Context: an optimization exercise on an open-source flow, tuned for small area, a short achievable clock period and few clock cycles. The choices shown serve that exercise and are no tape-out recipe.
The RTL was checked by simulation tests, not by an equivalence proof against the original design.
No activity file was given, so power comes from the tool's default toggle rates.

**flow/design.v**
```verilog
`timescale 1ns / 1ps
module Pipelined_CPU(
  input         clk,
  input         rst_n,
  output [6:0]  imem_addr,
  input  [31:0] imem_data,
  output [6:0]  dmem_addr,
  output [31:0] dmem_wdata,
  output        dmem_we,
  input  [31:0] dmem_rdata
);
  reg  [6:0]  FA;           
  reg  [6:0]  IA;           
  reg  [6:0]  IA1;          
  reg         BH;           
  reg         AV;           
  reg  [31:0] IR;           
  reg  [6:0]  XP1;          
  reg         XV;           
  reg  [6:0]  EPC;          
  reg  [31:0] SA, SB;       
  reg         BMA, BWA, LDA, BMB, BWB, LDB;
  reg  [6:0]  DA;           
  reg  [6:0]  FAO;          
  reg  [31:0] M_res;        
  reg  [31:0] M_wd;         
  reg  [4:0]  M_dst;
  reg         M_wr, M_ld, M_st;
  reg  [31:0] W_res;
  reg  [4:0]  W_dst;
  reg         W_wr, W_ld;
  reg  [31:0] rf [0:31];
  reg  [31:0] rv;           
  assign imem_addr  = FAO;
  assign dmem_addr  = DA;
  assign dmem_wdata = M_wd;
  assign dmem_we    = M_st;
  localparam C_SUB = 0, C_RT = 1, C_AND = 2, C_OR = 3, C_XOR = 4, C_NOR = 5,
             C_SLT = 6, C_STU = 7, C_SH = 8, C_LUI = 9, C_SUM = 10, C_SLL = 11,
             C_SRA = 12, C_UA = 13, C_UB = 14, NCTL = 15;
  reg [NCTL-1:0] CTL;
  wire [5:0] op = IR[31:26];
  wire [4:0] rs = IR[25:21];
  wire [4:0] rt = IR[20:16];
  wire [4:0] rd = IR[15:11];
  wire [5:0] fn = IR[5:0];
  wire [31:0] imm = {{16{IR[15]}}, IR[15:0]};
  wire rtype   = CTL[C_RT];
  wire is_jr   = (op == 6'h00) & (fn == 6'h08);
  wire r_alu   = (op == 6'h00) & ((fn[5:3] == 3'b100) | (fn[5:1] == 5'b10101) |
                                  (fn == 6'h04) | (fn == 6'h06) | (fn == 6'h07));
  wire i_alu   = (op[5:3] == 3'b001) & (op != 6'h0F);
  wire i_lui   = CTL[C_LUI];
  wire is_lw   = (op == 6'h23);
  wire is_sw   = (op == 6'h2B);
  wire is_beq  = (op == 6'h04);
  wire is_bne  = (op == 6'h05);
  wire is_blez = (op == 6'h06);
  wire is_bgtz = (op == 6'h07);
  wire is_bltz = (op == 6'h01) & (rt == 5'd0);
  wire is_bgez = (op == 6'h01) & (rt == 5'd1);
  wire is_j    = (op == 6'h02);
  wire useA = CTL[C_UA];
  wire useB = CTL[C_UB];
  wire wreg = r_alu | i_alu | i_lui | is_lw;
  wire [4:0] dst = rtype ? rd : rt;
  wire stall = XV & ((useA & LDA) | (useB & LDB));
  wire xexec = XV & ~stall;
  reg  [31:0] rfA, rfB;
  integer k;
  always @(*) begin
    rfA = 32'd0;
    rfB = 32'd0;
    for (k = 0; k < 32; k = k + 1) begin
      rfA = rfA | ({32{SA[k]}} & rf[k]);
      rfB = rfB | ({32{SB[k]}} & rf[k]);
    end
  end
  wire [31:0] opA = ({32{BMA}} & M_res) | ({32{BWA}} & W_res) | rfA;
  wire [31:0] opB = ({32{BMB}} & M_res) | ({32{BWB}} & W_res) | rfB;
  wire        use_imm = ~rtype;
  wire [31:0] srcB = ({32{BMB & rtype}} & M_res) | ({32{BWB & rtype}} & W_res) |
                     ({32{rtype}} & rfB) | ({32{use_imm}} & imm);
  wire        sub = CTL[C_SUB];
  wire [31:0] bx  = srcB ^ {32{sub}};
  wire [31:0] pg = opA & bx;
  wire [31:0] pp = opA ^ bx;
  wire [31:0] g0 = {pg[31:1], pg[0] | (pp[0] & sub)};
  wire [31:0] g1, g2, g3, g4, cy, p1, p2, p3, p4, p5;
  pfx_level #(0) pl0 (.g(g0), .p(pp), .go(g1), .po(p1));
  pfx_level #(1) pl1 (.g(g1), .p(p1), .go(g2), .po(p2));
  pfx_level #(2) pl2 (.g(g2), .p(p2), .go(g3), .po(p3));
  pfx_level #(3) pl3 (.g(g3), .p(p3), .go(g4), .po(p4));
  pfx_level #(4) pl4 (.g(g4), .p(p4), .go(cy), .po(p5));
  wire [31:0] sum  = pp ^ {cy[30:0], sub};
  wire        lt_s = (opA[31] ^ srcB[31]) ? opA[31] : sum[31];
  wire        lt_u = ~cy[31];
  function [31:0] rev32(input [31:0] x);
    integer k;
    begin
      for (k = 0; k < 32; k = k + 1) rev32[k] = x[31 - k];
    end
  endfunction
  wire        f_sll  = CTL[C_SLL];
  wire [31:0] sh_in  = f_sll ? rev32(opB) : opB;
  wire        fill   = CTL[C_SRA] & opB[31];
  wire        sh_big = |opA[31:5];
  wire [63:0] sh_ext = {{32{fill}}, sh_in} >> opA[4:0];
  wire [31:0] sh_r   = sh_big ? {32{fill}} : sh_ext[31:0];
  wire [31:0] sh_out = f_sll ? rev32(sh_r) : sh_r;
  wire r_and = CTL[C_AND];
  wire r_or  = CTL[C_OR];
  wire r_xor = CTL[C_XOR];
  wire f_nor = CTL[C_NOR];
  wire r_slt = CTL[C_SLT];
  wire r_stu = CTL[C_STU];
  wire r_sh  = CTL[C_SH];
  wire r_sum = CTL[C_SUM];
  wire [31:0] alu = ({32{r_and}} & pg) | ({32{r_or}} & (pg | pp)) | ({32{r_xor}} & pp) |
                    ({32{f_nor}} & ~(pg | pp)) | ({32{r_sh}} & sh_out) |
                    ({32{i_lui}} & {IR[15:0], 16'd0}) | ({32{r_sum}} & sum) |
                    {31'd0, (r_slt & lt_s) | (r_stu & lt_u)};
  wire eq   = (opA == opB);
  wire zer  = (opA == 32'd0);
  wire neg  = opA[31];
  wire taken = (is_beq & eq) | (is_bne & ~eq) | (is_blez & (neg | zer)) |
               (is_bgtz & ~(neg | zer)) | (is_bltz & neg) | (is_bgez & ~neg);
  wire [6:0] pc1  = XP1;
  wire [6:0] btgt = pc1 + IR[6:0];
  wire [6:0] xnext = is_jr ? opA[6:0] : is_j ? IR[6:0] : taken ? btgt : pc1;
  wire s_epc = ~XV;
  wire s_jr  = XV & ~stall & is_jr;
  wire s_j   = XV & ~stall & is_j;
  wire s_bt  = XV & ~stall & ~is_jr & ~is_j & taken;
  wire s_pc1 = XV & ~(s_jr | s_j | s_bt);
  wire [6:0] expc = ({7{s_epc}} & EPC) | ({7{s_jr}} & opA[6:0]) | ({7{s_j}} & IR[6:0]) |
                    ({7{s_bt}} & btgt) | ({7{s_pc1}} & pc1);
  wire ia_hit = (s_epc & (IA == EPC)) | (s_jr & (IA == opA[6:0])) | (s_j & (IA == IR[6:0])) |
                (s_bt & (IA == btgt)) | (s_pc1 & (IA == pc1));
  wire fa_hit = (s_epc & (FA == EPC)) | (s_jr & (FA == opA[6:0])) | (s_j & (FA == IR[6:0])) |
                (s_bt & (FA == btgt)) | (s_pc1 & (FA == pc1));
  wire accept = AV & ~stall & ia_hit;
  wire       ij, ipt;
  ipredict ipd (.w(imem_data), .j(ij), .pt(ipt));
  wire [6:0] isum;
  add7 tadd (.a(IA1), .b(imem_data[6:0]), .s(isum));
  wire [6:0] itgt = ij ? imem_data[6:0] : isum;
  reg  [6:1] bt_tag [0:1];
  reg  [6:0] bt_tgt [0:1];
  reg  [1:0] bt_v;
  wire [6:0] FA1  = FA + 7'd1;
  wire       fidx = FA1[0];
  wire       xidx = XP1[0];
  wire       bhit  = bt_v[fidx] & (bt_tag[fidx] == FA1[6:1]);
  wire [6:0] bpred = bhit ? bt_tgt[fidx] : FA1;
  wire       xtk   = xexec & (is_jr | is_j | taken);
  wire       redir   = ipt & ~BH;
  wire [6:0] fa_next = accept ? (redir ? itgt : bpred) : (fa_hit ? bpred : expc);
  wire       bh_next = bhit & (accept ? ~redir : fa_hit);
  always @(posedge clk or negedge rst_n) begin
    if (!rst_n) bt_v <= 0;
    else if (xtk) bt_v[xidx] <= 1'b1;
  end
  always @(posedge clk) begin
    if (xtk) begin
      bt_tag[xidx] <= XP1[6:1];
      bt_tgt[xidx] <= xnext;
    end
  end
  always @(posedge clk or negedge rst_n) begin
    if (!rst_n) begin
      FA  <= 7'd0;
      BH  <= 1'b0;
      AV  <= 1'b0;
      XV  <= 1'b0;
      EPC <= 7'd0;
      M_wr <= 1'b0;
      W_wr <= 1'b0;
    end else begin
      FA  <= fa_next;
      BH  <= bh_next;
      AV  <= 1'b1;
      if (!stall) XV <= accept;
      if (xexec) EPC <= xnext;
      M_wr <= xexec & wreg;
      W_wr <= M_wr;
    end
  end
  always @(posedge clk) begin
    IA  <= FA;
    IA1 <= FA1;
    IR  <= ir_n;
    CTL <= ctl_n[NCTL-1:0];
    SA  <= oh_a & rv_n & {32{~(n_ma | n_wa)}};
    SB  <= oh_b & rv_n & {32{~(n_mb | n_wb)}};
    BMA <= n_ma & ~is_lw;
    BWA <= ~n_ma & n_wa & ~M_ld;
    LDA <= n_ma ? is_lw : (n_wa & M_ld);
    BMB <= n_mb & ~is_lw;
    BWB <= ~n_mb & n_wb & ~M_ld;
    LDB <= n_mb ? is_lw : (n_wb & M_ld);
    if (!stall) XP1 <= IA1;
    DA  <= sum[8:2];
    FAO  <= rst_n ? fa_next : 7'd0;
    M_st <= rst_n & xexec & is_sw;
    M_res <= alu;
    M_wd  <= opB;
    M_dst <= dst;
    M_ld  <= is_lw;
    W_res <= M_res;
    W_dst <= M_dst;
    W_ld  <= M_ld;
  end
  wire [31:0] ir_n = stall ? IR : imem_data;
  wire [31:0] rv_n = rv | ({32{W_wr}} & (32'd1 << W_dst));
  wire [4:0] nrs  = ir_n[25:21];
  wire [4:0] nrt  = ir_n[20:16];
  wire       n_wx = xexec & wreg;
  wire       n_ma = n_wx & (dst == nrs);
  wire       n_mb = n_wx & (dst == nrt);
  wire       n_wa = M_wr & (M_dst == nrs);
  wire       n_wb = M_wr & (M_dst == nrt);
  wire [31:0] oh_a, oh_b;
  wire [15:0] ctl_n;
  onehot5 oha (.a(nrs), .y(oh_a));
  onehot5 ohb (.a(nrt), .y(oh_b));
  idecode idc (.w(ir_n), .c(ctl_n));
  wire [31:0] wdata = W_ld ? dmem_rdata : W_res;
  always @(posedge clk) begin
    if (W_wr) rf[W_dst] <= wdata;
  end
  always @(posedge clk or negedge rst_n) begin
    if (!rst_n) rv <= 32'd0;
    else rv <= rv_n;
  end
endmodule
module pfx_level #(parameter L = 0) (
  input  [31:0] g,
  input  [31:0] p,
  output [31:0] go,
  output [31:0] po
);
  genvar i;
  generate
    for (i = 0; i < 32; i = i + 1) begin : b
      if (((i >> L) & 1) == 1) begin : c
        localparam integer J = ((i >> (L + 1)) << (L + 1)) + (1 << L) - 1;
        assign go[i] = g[i] | (p[i] & g[J]);
        assign po[i] = p[i] & p[J];
      end else begin : n
        assign go[i] = g[i];
        assign po[i] = p[i];
      end
    end
  endgenerate
endmodule
module add7 (
  input  [6:0] a,
  input  [6:0] b,
  output [6:0] s
);
  wire [6:0] g0 = a & b;
  wire [6:0] p0 = a ^ b;
  wire [6:0] g1, p1, g2, p2, g3;
  pfx_level7 #(0) l0 (.g(g0), .p(p0), .go(g1), .po(p1));
  pfx_level7 #(1) l1 (.g(g1), .p(p1), .go(g2), .po(p2));
  pfx_level7 #(2) l2 (.g(g2), .p(p2), .go(g3), .po());
  assign s = p0 ^ {g3[5:0], 1'b0};
endmodule
module pfx_level7 #(parameter L = 0) (
  input  [6:0] g,
  input  [6:0] p,
  output [6:0] go,
  output [6:0] po
);
  genvar i;
  generate
    for (i = 0; i < 7; i = i + 1) begin : b
      if (((i >> L) & 1) == 1) begin : c
        localparam integer J = ((i >> (L + 1)) << (L + 1)) + (1 << L) - 1;
        assign go[i] = g[i] | (p[i] & g[J]);
        assign po[i] = p[i] & p[J];
      end else begin : n
        assign go[i] = g[i];
        assign po[i] = p[i];
      end
    end
  endgenerate
endmodule
module ipredict (
  input  [31:0] w,
  output        j,
  output        pt
);
  wire [5:0] op = w[31:26];
  wire       z3 = ~(op[5] | op[4] | op[3]);
  wire       br = op[2] | (~op[1] & op[0] & ~(w[20] | w[19] | w[18] | w[17]));
  assign j  = z3 & ~op[2] & op[1] & ~op[0];
  assign pt = j | (z3 & br & w[6]);
endmodule
module idecode (
  input  [31:0] w,
  output [15:0] c
);
  localparam C_SUB = 0, C_RT = 1, C_AND = 2, C_OR = 3, C_XOR = 4, C_NOR = 5,
             C_SLT = 6, C_STU = 7, C_SH = 8, C_LUI = 9, C_SUM = 10, C_SLL = 11,
             C_SRA = 12, C_UA = 13, C_UB = 14, NCTL = 15;
  function [NCTL-1:0] decode(input [31:0] w);
    reg [5:0] o, f;
    reg rt0, fadd, fsub, fand, f_or, fxor, fnor, fsll, fsrl, fsra, fslt, fstu, fjr, ralu;
    reg iadd, islt, istu, iand, i_or, ixor, ilui, ilw, isw, ialu, ibr2, ibr1;
    begin
      o = w[31:26];
      f = w[5:0];
      rt0  = (o == 6'h00);
      fadd = rt0 & (f[5:1] == 5'b10000);
      fsub = rt0 & (f[5:1] == 5'b10001);
      fand = rt0 & (f == 6'h24);
      f_or = rt0 & (f == 6'h25);
      fxor = rt0 & (f == 6'h26);
      fnor = rt0 & (f == 6'h27);
      fsll = rt0 & (f == 6'h04);
      fsrl = rt0 & (f == 6'h06);
      fsra = rt0 & (f == 6'h07);
      fslt = rt0 & (f == 6'h2A);
      fstu = rt0 & (f == 6'h2B);
      fjr  = rt0 & (f == 6'h08);
      ralu = fadd | fsub | fand | f_or | fxor | fnor | fsll | fsrl | fsra | fslt | fstu;
      iadd = (o[5:1] == 5'b00100);
      islt = (o == 6'h0A);
      istu = (o == 6'h0B);
      iand = (o == 6'h0C);
      i_or = (o == 6'h0D);
      ixor = (o == 6'h0E);
      ilui = (o == 6'h0F);
      ilw  = (o == 6'h23);
      isw  = (o == 6'h2B);
      ialu = iadd | islt | istu | iand | i_or | ixor;
      ibr2 = (o == 6'h04) | (o == 6'h05);
      ibr1 = (o == 6'h06) | (o == 6'h07) | ((o == 6'h01) & (w[20:17] == 4'd0));
      decode[C_SUB] = fsub | fslt | fstu | islt | istu;
      decode[C_RT]  = rt0;
      decode[C_AND] = fand | iand;
      decode[C_OR]  = f_or | i_or;
      decode[C_XOR] = fxor | ixor;
      decode[C_NOR] = fnor;
      decode[C_SLT] = fslt | islt;
      decode[C_STU] = fstu | istu;
      decode[C_SH]  = fsll | fsrl | fsra;
      decode[C_LUI] = ilui;
      decode[C_SUM] = ~(fand | iand | f_or | i_or | fxor | ixor | fnor | fslt | islt |
                        fstu | istu | fsll | fsrl | fsra | ilui);
      decode[C_SLL] = fsll;
      decode[C_SRA] = fsra;
      decode[C_UA]  = ralu | fjr | ialu | ilw | isw | ibr2 | ibr1;
      decode[C_UB]  = ralu | isw | ibr2;
    end
  endfunction
  assign c = {1'b0, decode(w)};
endmodule
module onehot5 (
  input  [4:0]  a,
  output [31:0] y
);
  assign y = 32'd1 << a;
endmodule
```
**flow/flow/run.sh**
```bash
#!/bin/bash
# Layout flow for this design: the standard ORFS flow (standard.sh, with
# the standard synthesis and the design's constraint.sdc unchanged), with
#  - the setup repair steps (floorplan, CTS, global route) asked for a larger
#    setup margin, so that they size and buffer the logic for speed instead of
#    stopping as soon as the 22 ns constraint is met;
set -euo pipefail
bash standard.sh \
  SETUP_SLACK_MARGIN=16.9 \
  "BUFFER_PORTS_ARGS=-buffer_cell sky130_fd_sc_hd__buf_4" \
  finish > flow.log 2>&1
```
**flow/standard.sh**
```bash
#!/bin/bash
# synth_recipe.tcl (not shown) runs the flow's synth.tcl, then flattens the netlist and writes it again
# the make line also repeats each setting of config.mk as NAME=value (left out here)
make -C /OpenROAD-flow-scripts/flow DESIGN_CONFIG=/design/flow/config.mk WORK_HOME=/design/flow/orfs CLKGATE_MAP_FILE= SYNTH_SCRIPT=/design/flow/synth_recipe.tcl "${@:-finish}"
```
**flow/config.mk**
```make
export PLATFORM = sky130hd
export DESIGN_NAME = Pipelined_CPU
export DESIGN_NICKNAME = Pipelined_CPU
export VERILOG_FILES = /design/flow/design.v
export SDC_FILE = /design/flow/constraint.sdc
export NUM_CORES = 8
export LEC_CHECK = 0
export CAP_MARGIN = 20
export CORE_MARGIN = 2
export CORE_UTILIZATION = 55
export CTS_CLUSTER_DIAMETER = 120
export CTS_CLUSTER_SIZE = 20
export SETUP_SLACK_MARGIN = 1.0
export SLEW_MARGIN = 20
export SYNTH_HIERARCHICAL = 1
```
**flow/constraint.sdc**
```tcl
create_clock -name core_clock -period 22.0 [get_ports {clk}]
set_input_delay 4.4000 -clock core_clock [delete_from_list [all_inputs] [get_ports {clk}]]
set_output_delay 4.4000 -clock core_clock [all_outputs]
set_load 0.01 [all_outputs]
```
==> results.txt, run 1 <==
Pwr:
- The sequential power share is 55.8%.
- Dividing total power by cell area gives a power density of 75.6 nW/µm².
- In this run the power spent charging and discharging nets is 0.00148 W.
- The internal portion of the total power is 0.00389 W.
- In this run the static leakage power is roughly 25 nW.
- The maximum resistive drop on vdd is 0.0000983 V.
- The switching share of power is 27.6%.
- The logic gate share of total power is between 10% and 20%.
- The total power consumption of the routed design is between 0.005 and 0.006 W.
- Per report_power, the clock group accounts for a little over 30% of the total.

Drt:
- The pre-antenna-repair detailed-routing pass consisted of 10 iterations.
- For this run, design rule violations remaining after detail routing come to 0.
- Across all layers, the routed design uses 54300 vias.
- After detailed routing, the average wire length per cell comes to 46.2 µm.
- The ratio of routed vias to standard cells is ~8.1.
- The final layout contains routed wiring with a total length of 308000 µm.
- The count of nets left with antenna violations once routing finished came out at 0.
- In this run, the number of DRC markers left after iteration 0 of detailed routing was ~12000.

Worst setup path:
- The worst stage delay on the critical path is 0.37 ns.
- The arrival time at the worst endpoint is roughly 1.2 ns.
- The kind of start point of the critical path is a flip-flop.
- The worst setup path is of the flip-flop to output port kind.
- Of all nets on the critical path, the largest fanout is 1.
- The worst setup path is captured at an output port.
- The required time of the critical path is 17.60 ns.
- The buffers plus inverters on the worst setup path is 1.
- The cell family contributing the most delay on the critical path is flip-flops.
- The worst-path cell with the longest stage delay is dfxtp_2.
- Walking the worst path, the cells encountered are buf_6.

Status:
- The run finished with no timing, DRC or antenna violations.

Yosys:
- Counting every net in the synthesized netlist gives 5231.
- The mapped netlist covers 64200 µm².
- Yosys printed 8 warnings.
- Dividing the synthesized area by the synthesized cell count gives roughly 13 µm².
- The synthesized instance count is ~5000.

Global route:
- The via count of the first global-routing pass is 49800.
- For this run, the total global-route usage over all layers was measured as 49.9%.
- The first-pass GRT wire length is 411000 µm.
- After global routing the overflow that remains totals 0.
- The number of antenna violations at the first check in global routing is 17.
- The maximum number of pins on one net before global-route repair is 56.

Clock tree:
- At the later pin of the worst-skew pair, clock insertion delay measures ~0.77 ns.
- The clock sink count is between 1000 and 1500.
- Clock-pin slew was measured on the worst setup and hold paths at 0.10 ns.
- The deepest clock path buffer count is 3.
- The post-cts hold buffer count is 0.
- The root buffer cell chosen for the clock tree is clkbuf_16.
- The depth of the CTS H-tree is 3.
- TritonCTS built the clock tree.
- Buffers inserted during clock tree synthesis total 80.

Min path:
- The worst hold path belongs to the class flip-flop to flip-flop.

Floorplan:
- Once the floorplan was initialized, standard cells occupied roughly 55% of the core.
- The die is 346 µm tall.
- The floorplan step defined a die boundary enclosing 120000 µm².
- The top-level port count is 113.
- In this run the core area contains 125 standard-cell rows.
- Measured along the x axis, the die boundary spans 346 µm.
- The placeable core area is around 120000 µm².

STA:
- The relative slew slack is 17.1%.
- Based on the critical path, the design can be clocked at up to ~180 MHz.
- The portion of the clock cycle consumed by the worst path in the final layout is 25.6%.
- The final total negative setup slack is 0 ns.
- The count of endpoints failing hold in the final timing report is 0.
- The smallest clock period supported by the final layout is computed as between 5 and 6 ns.
- Setup violations remaining at the end of the flow were counted as 0.
- Across the routed clock network, the largest skew measured is 0.0551 ns.
- Setup repair after global routing could not meet its margin everywhere.
- The number of slew-limit violations in the final report was 0.
- At the pin with the least slew margin, the transition time is 1.24 ns.

Finish:
- The proportion of layout cells with a drive suffix above 1 is 19.2%.
- In the final design database the tool counted 5222 nets.
- From synthesis to final layout, the design area changed by 10.5%.
- The final-layout fill cell count is 9208.
- The post-layout utilization of the core is roughly three fifths.

Placement:
- In this run the tool buffered the top-level ports with 112 buffer cells.
- The final estimated routing congestion in global placement is slightly below 1.
- The sum of net half-perimeters after detailed placement is approximately 170000 µm.

Job:
- The number of max-cap violations is 0.
-- worst paths after layout --
kind | start | to | slack (ns) | cells after the start
setup / recovery | M_wd[17]$_DFF_P_ | dmem_wdata[17] | 16.37 | 1
hold / removal | M_res[1]$_DFF_P_ | W_res[1]$_DFF_P_ | 0.38 | 0
setup reg to reg | SA[28]$_DFF_P_ | FA[1]$_DFF_PN0_ | 16.76 | 15
hold reg to reg | M_res[1]$_DFF_P_ | W_res[1]$_DFF_P_ | 0.38 | 0
max in group asynchronous | rst_n | bt_v[0]$_DFFE_PN0P_ | 17.76 | 2
min in group asynchronous | rst_n | rv[1]$_DFF_PN0_ | 3.77 | 2
-- metal layers --
metal | share of wire (%) | global-route usage (%)
met1 | 32 | 59.8
met5 | 0.10 | 0.880
met2 | 40 | 70.3
met3 | 18 | 24.1
met4 | 9.7 | 35.1
-- power groups by stage --
stage	clock network (W)	registers (W)	logic [W]
6_report	0.00163	0.00299	0.000742
5_1_grt	0.00170	0.00300	0.000790
4_1_cts	0.00161	0.00299	0.000694
3_5_place_dp	0	0.00305	0.000668
3_3_place_gp	0	0.00305	0.000661
2_1_floorplan	0	0.00297	0.000520
-- cells in the final DEF, fill, tap and decap left out, types with 49 or more instances in the layout --
cell type and instances:
buf_6 114, ha_1 74, dfxtp_1 137, clkbuf_16 83, a21o_1 86, nor2_1 162, inv_1 131, a21oi_1 85
xnor2_1 68, nand2_1 190, mux2_2 82, dfrtp_1 53, a22oi_1 1020, nand4_1 251, buf_4 244, xor2_1 137
clkbuf_1 54, a221oi_1 49, dfxtp_2 104, edfxtp_1 1057, o21ai_0 60, and2_1 49, mux2i_1 158
-- area by class of cell --
type,instances,area (µm²),share of cell area (%)
Tap cell,1524,1910,2.69
Antenna cell,12,30.0,0.0423
Multi-Input combinational cell,3111,24200,34.1
Clock inverter,8,150,0.211
Inverter,136,514,0.724
Sequential cell,1364,38300,54.0
Timing Repair Buffer,383,3580,5.04
Timing Repair inverter,1,7.51,0.0106
Clock buffer,136,2250,3.18
-- what timing repair did --
action | in CTS | in global routing
pin swaps | 38 | 55
buffers inserted | 66 | 50
resized for setup | 189 | 186
gates cloned | 6 | 2
endpoints found under the setup margin | 210 | 178
-- state kept, by name, summed over array words and instances (netlist names), 12 cells and up --
name    cells
rv         32
bt_tag     12
M_res      32
M_wd       32
SB         32
bt_tgt     14
CTL        15
W_res      32
rf       1024
IR         32
SA         32
-- metrics by stage --
stage	cell area (µm²)	hold slack [ns]	setup slack (ns)	std cells
floorplan	64600	0.345	16.04	5086
global placement	66000	0.363	15.51	6393
detailed placement	66000	0.364	15.56	6395
CTS	69700	0.384	16.37	6611
global route	71000	0.387	16.36	6663
finish	71000	0.384	16.37	6675
Testbench counts, summed over its fixed seeds: cycles 45,979.
==> run 2: changes to the inputs <==
--- a/flow/design.v
+++ b/flow/design.v
@@ -155,8 +155,14 @@
   wire [6:0] bpred = bhit ? bt_tgt[fidx] : FA1;
   wire       xtk   = xexec & (is_jr | is_j | taken);
   wire       redir   = ipt & ~BH;
-  wire [6:0] fa_next = accept ? (redir ? itgt : bpred) : (fa_hit ? bpred : expc);
-  wire       bh_next = bhit & (accept ? ~redir : fa_hit);
+  wire       hz;
+  ihazard ihz (.w(imem_data), .mdst(M_dst), .mld(M_wr & M_ld), .xdst(dst), .xwr(xexec & wreg),
+               .hz(hz));
+  wire       hold    = accept & hz;
+  wire [6:0] fa_next = (accept & redir) ? itgt :
+                       hold ? FA :
+                       (accept | fa_hit) ? bpred : expc;
+  wire       bh_next = bhit & ~hold & (accept ? ~redir : fa_hit);
   always @(posedge clk or negedge rst_n) begin
     if (!rst_n) bt_v <= 0;
     else if (xtk) bt_v[xidx] <= 1'b1;
@@ -364,3 +370,18 @@
 );
   assign y = 32'd1 << a;
 endmodule
+module ihazard (
+  input  [31:0] w,
+  input  [4:0]  mdst,
+  input         mld,
+  input  [4:0]  xdst,
+  input         xwr,
+  output        hz
+);
+  wire [5:0] op = w[31:26];
+  wire       ua = (op != 6'h02) & (op != 6'h0F);
+  wire       ub = (op == 6'h00) | (op == 6'h2B) | (op == 6'h04) | (op == 6'h05);
+  wire       ha = (mdst == w[25:21]) & ~(xwr & (xdst == w[25:21]));
+  wire       hb = (mdst == w[20:16]) & ~(xwr & (xdst == w[20:16]));
+  assign hz = mld & ((ua & ha) | (ub & hb));
+endmodule
==> results.txt, run 2 <==
Worst setup path:
- The kind of end point of the critical path is an output port (unchanged).
- The arrival time at the worst endpoint is 1.17 ns (was 1.23 ns).
- The maximum fanout encountered on the critical timing path was 1 (unchanged).
- Cell-by-cell listing of the critical path: buf_6 (unchanged).
- The required time of the critical path came to 17.60 ns (about the same).
- The kind of start point of the critical path is a flip-flop (unchanged).
- The worst stage delay on the critical path is 0.37 ns (about the same).
- The cell family contributing the most delay on the critical path is flip-flops (unchanged).
- The category of the most critical setup path is flip-flop to output port (unchanged).
- The buffers plus inverters on the worst setup path is 1 (unchanged).
- The worst-path cell with the longest stage delay is dfxtp_2 (unchanged).

Yosys:
- The netlist area before placement is 63700 µm² (was 64200 µm²).
- The net count after synthesis is 5251 (was 5231).
- The synthesized instance count is 5106 (was 5086).
- The count of synthesis-stage warnings from yosys was 8 (unchanged).
- The mean cell area of the mapped netlist was 12.5 µm² (was 12.6 µm²).

Finish:
- The proportion of layout cells with a drive suffix above 1 is 18.4% (was 19.2%).
- The largest register by flop count is rf (unchanged).
- The final-layout fill cell count was 8950 (was 9208).
- The count of placed standard cells in the final layout, fillers left out is 6683 (was 6675).
- The growth of design area from synthesis to finish came to 11.4% (was 10.5%).
- Leading cell types in the layout, fill and taps excluded: a22oi_1 (1078), edfxtp_1 (1057), nand4_1 (261) (was edfxtp_1 (1057), a22oi_1 (1020), nand4_1 (251)).
- The count of nets after finishing came to 5235 (was 5222).
- The most common library cell in the layout ignoring fill and taps is a22oi_1 (was edfxtp_1).
- The flip-flop count of the largest register, all copies and words added is 1024 (unchanged).

STA:
- The setup skew after layout is 0.0394 ns (was 0.0551 ns).
- The number of slew-limit violations in the final report is 0 (unchanged).
- The number of setup violations in the final report is 0 (unchanged).
- The portion of the clock cycle consumed by the worst path in the final layout is 25.3% (was 25.6%).
- The final total negative setup slack is 0 ns (unchanged).
- The pin slew with the least headroom to its limit is 1.27 ns (was 1.24 ns).
- The count of endpoints failing hold in the final timing report came to 0 (unchanged).
- Unrepaired setup endpoints after global routing: true (unchanged).
- The minimum clock period came to 5.57 ns (was 5.63 ns).
- The timing-limited maximum frequency is 180 MHz (was 178 MHz).
- The relative slew slack is 15.6% (was 17.1%).

Clock tree:
- The clock sink count is 1364 (unchanged).
- The CTS tree was done (unchanged).
- The deepest clock path buffer count is 3 (unchanged).
- The clock transition at the register clock pins on the worst setup and hold paths after CTS came to 0.09 ns (was 0.10 ns).
- The root cell of the clock tree is clkbuf_16 (unchanged).
- The CTS buffer count is 79 (was 80).
- The depth of the CTS H-tree is 3 (unchanged).
- The clock latency reported for the late side of the worst-skew pair came to 0.73 ns (was 0.77 ns).
- The post-cts hold buffer count is 0 (unchanged).

Floorplan:
- The chip width is 344 µm (was 346 µm).
- The initial cell density of the core came to 55.6% (was 55.4%).
- The top-level port count is 113 (unchanged).
- The die area came to 119000 µm² (was 120000 µm²).
- The placeable core area is 115000 µm² (was 116000 µm²).
- The die span in y is 344 µm (was 346 µm).
- The number of placement rows is 124 (was 125).

Global route:
- The via count of the first global-routing pass is 50100 (was 49800).
- The maximum number of pins on one net before global-route repair is 56 (unchanged).
- The number of antenna violations at the first check in global routing came to 19 (was 17).
- The overall routing resource usage is 51.3% (was 49.9%).
- The first-pass GRT wire length is 414000 µm (was 411000 µm).
- The global route total overflow came to 0 (unchanged).

Pwr:
- The static leakage power is 25.3 nW (about the same).
- The maximum resistive drop on vdd is 0.000107 V (was 0.0000983 V).
- The power per unit of standard cell area is 77.2 nW/µm² (was 75.6 nW/µm²).

Placement:
- The count of buffers from port buffering is 112 (unchanged).
- The sum of net half-perimeters after detailed placement is 179000 µm (was 171000 µm).
- The number of cells in the design after placement came to 6429 (was 6395).
- The final estimated routing congestion in global placement was 1.00 (was 0.982).

Drt:
- The number of DRC violations after detailed routing is 0 (unchanged).
- The total length of routed wires was 312000 µm (was 308000 µm).
- The number of DRC markers in iteration 0 is 13800 (was 12300).
- The antenna violation net count after detailed routing came to 0 (unchanged).
- The detail-routed net length per standard cell is 46.6 µm (was 46.2 µm).
- The number of detailed-routing iterations run before antenna repair is 13 (was 10).
- The ratio of routed vias to standard cells was 8.15 (was 8.13).
- The total number of vias is 54500 (was 54300).

Job:
- The number of max-cap violations is 0 (unchanged).

Status:
- Status: finished clean (unchanged).

Min path:
- The path category of the worst min-delay check is flip-flop to flip-flop (unchanged).
run 2: where the power goes:
group | internal [W] | total (W) | switching, W
combinational | 0.000322 | 0.000859 | 0.000537
clock | 0.000692 | 0.00159 | 0.000897
sequential | 0.00290 | 0.00303 | 0.000129
total | 0.00391 | 0.00548 | 0.00156
run 2: per-stage QoR:
| stage | utilization [%] | setup slack (ns) | power, W | hold WS [ns] | instance area, µm² |
|---|---|---|---|---|---|
| 2_1_floorplan | - | 16.08 | 0.00359 | 0.345 | 63900 |
| 4_1_cts | 60.8 | 16.40 | 0.00541 | 0.377 | 69800 |
| 3_5_place_dp | 57.5 | 15.15 | 0.00386 | 0.362 | 65900 |
| 6_report | 61.9 | 16.43 | 0.00548 | 0.384 | 70900 |
| 3_3_place_gp | 57.5 | 15.30 | 0.00386 | 0.371 | 65900 |
| 5_1_grt | 61.8 | 16.42 | 0.00560 | 0.389 | 70900 |
run 2: worst paths after layout:
check | start | to | slack (ns) | cells past startpoint
min in group asynchronous | rst_n | FA[1]$_DFF_PN0_ | 3.64 | 1
worst min-delay path | M_res[21]$_DFF_P_ | W_res[21]$_DFF_P_ | 0.38 | 0
worst max register to register | SB[15]$_DFF_P_ | M_res[22]$_DFF_P_ | 16.74 | 13
worst min register to register | M_res[21]$_DFF_P_ | W_res[21]$_DFF_P_ | 0.38 | 0
max in group asynchronous | rst_n | W_wr$_DFF_PN0_ | 17.50 | 2
worst max-delay path | M_st$_DFF_P_ | dmem_we | 16.43 | 1
run 2: final cells by class:
type	instances	area, µm²	area share [%]
Clock buffer	134	2180	3.08
Multi-Input combinational cell	3125	24000	33.8
Sequential cell	1364	38300	54.0
Clock inverter	11	133	0.187
Timing Repair Buffer	382	3830	5.39
Antenna cell	17	42.5	0.0600
Timing Repair inverter	1	7.51	0.0106
Inverter	137	524	0.739
Tap cell	1512	1890	2.67
run 2: timing repair:
| action | 4_1_cts | 5_1_grt |
|---|---|---|
| hold endpoints to repair | 0 | 0 |
| setup endpoints to repair | 213 | 192 |
| resized for setup | 249 | 200 |
| buffers inserted | 53 | 27 |
| pin swaps | 39 | 40 |
| cloned | 8 | 4 |
run 2: metal layers:
layer,global-route usage (%),part of all wire (%),up-vias
met5,1.36,0.13,-
met4,35.8,10,22
met3,26.1,18,2098
met2,71.7,39,6339
met1,61.3,32,26000
li1,-,-,20000
Testbench counts of run 2, summed over its fixed seeds: cycles 45,743.

static timing again, ports no longer ideal:
No port has a modelled driver above. Below, the same layouts with a new extraction and two added sets of constraints.
Step 1 sets driving cells, clkbuf_16 on the clock port and buf_2 on the other inputs (assumed; they add their load-dependent delay and slew).
Step 2 times the ports against the registers' clock, not the clock port: input delays grow and output delays shrink by t, the midpoint of the rising clock arrivals with the driver on.
Three values: no drivers, after step 1, after step 2; two values: the first two.
run | shift t [ns] | slack for setup (ns) | hold WS [ns] | cell pins on the clock port's net
run 1 | 0.815 | 16.373 / 16.299 / 15.762 | 0.384 / 0.384 / 0.384 | 1
run 2 | 0.782 | 16.433 / 16.358 / 15.778 | 0.384 / 0.384 / 0.384 | 1
After both steps every run listed still meets setup and hold. The setup slack of run 2, which loses most, moves by -0.075 ns with the drivers and by -0.655 ns with both steps.
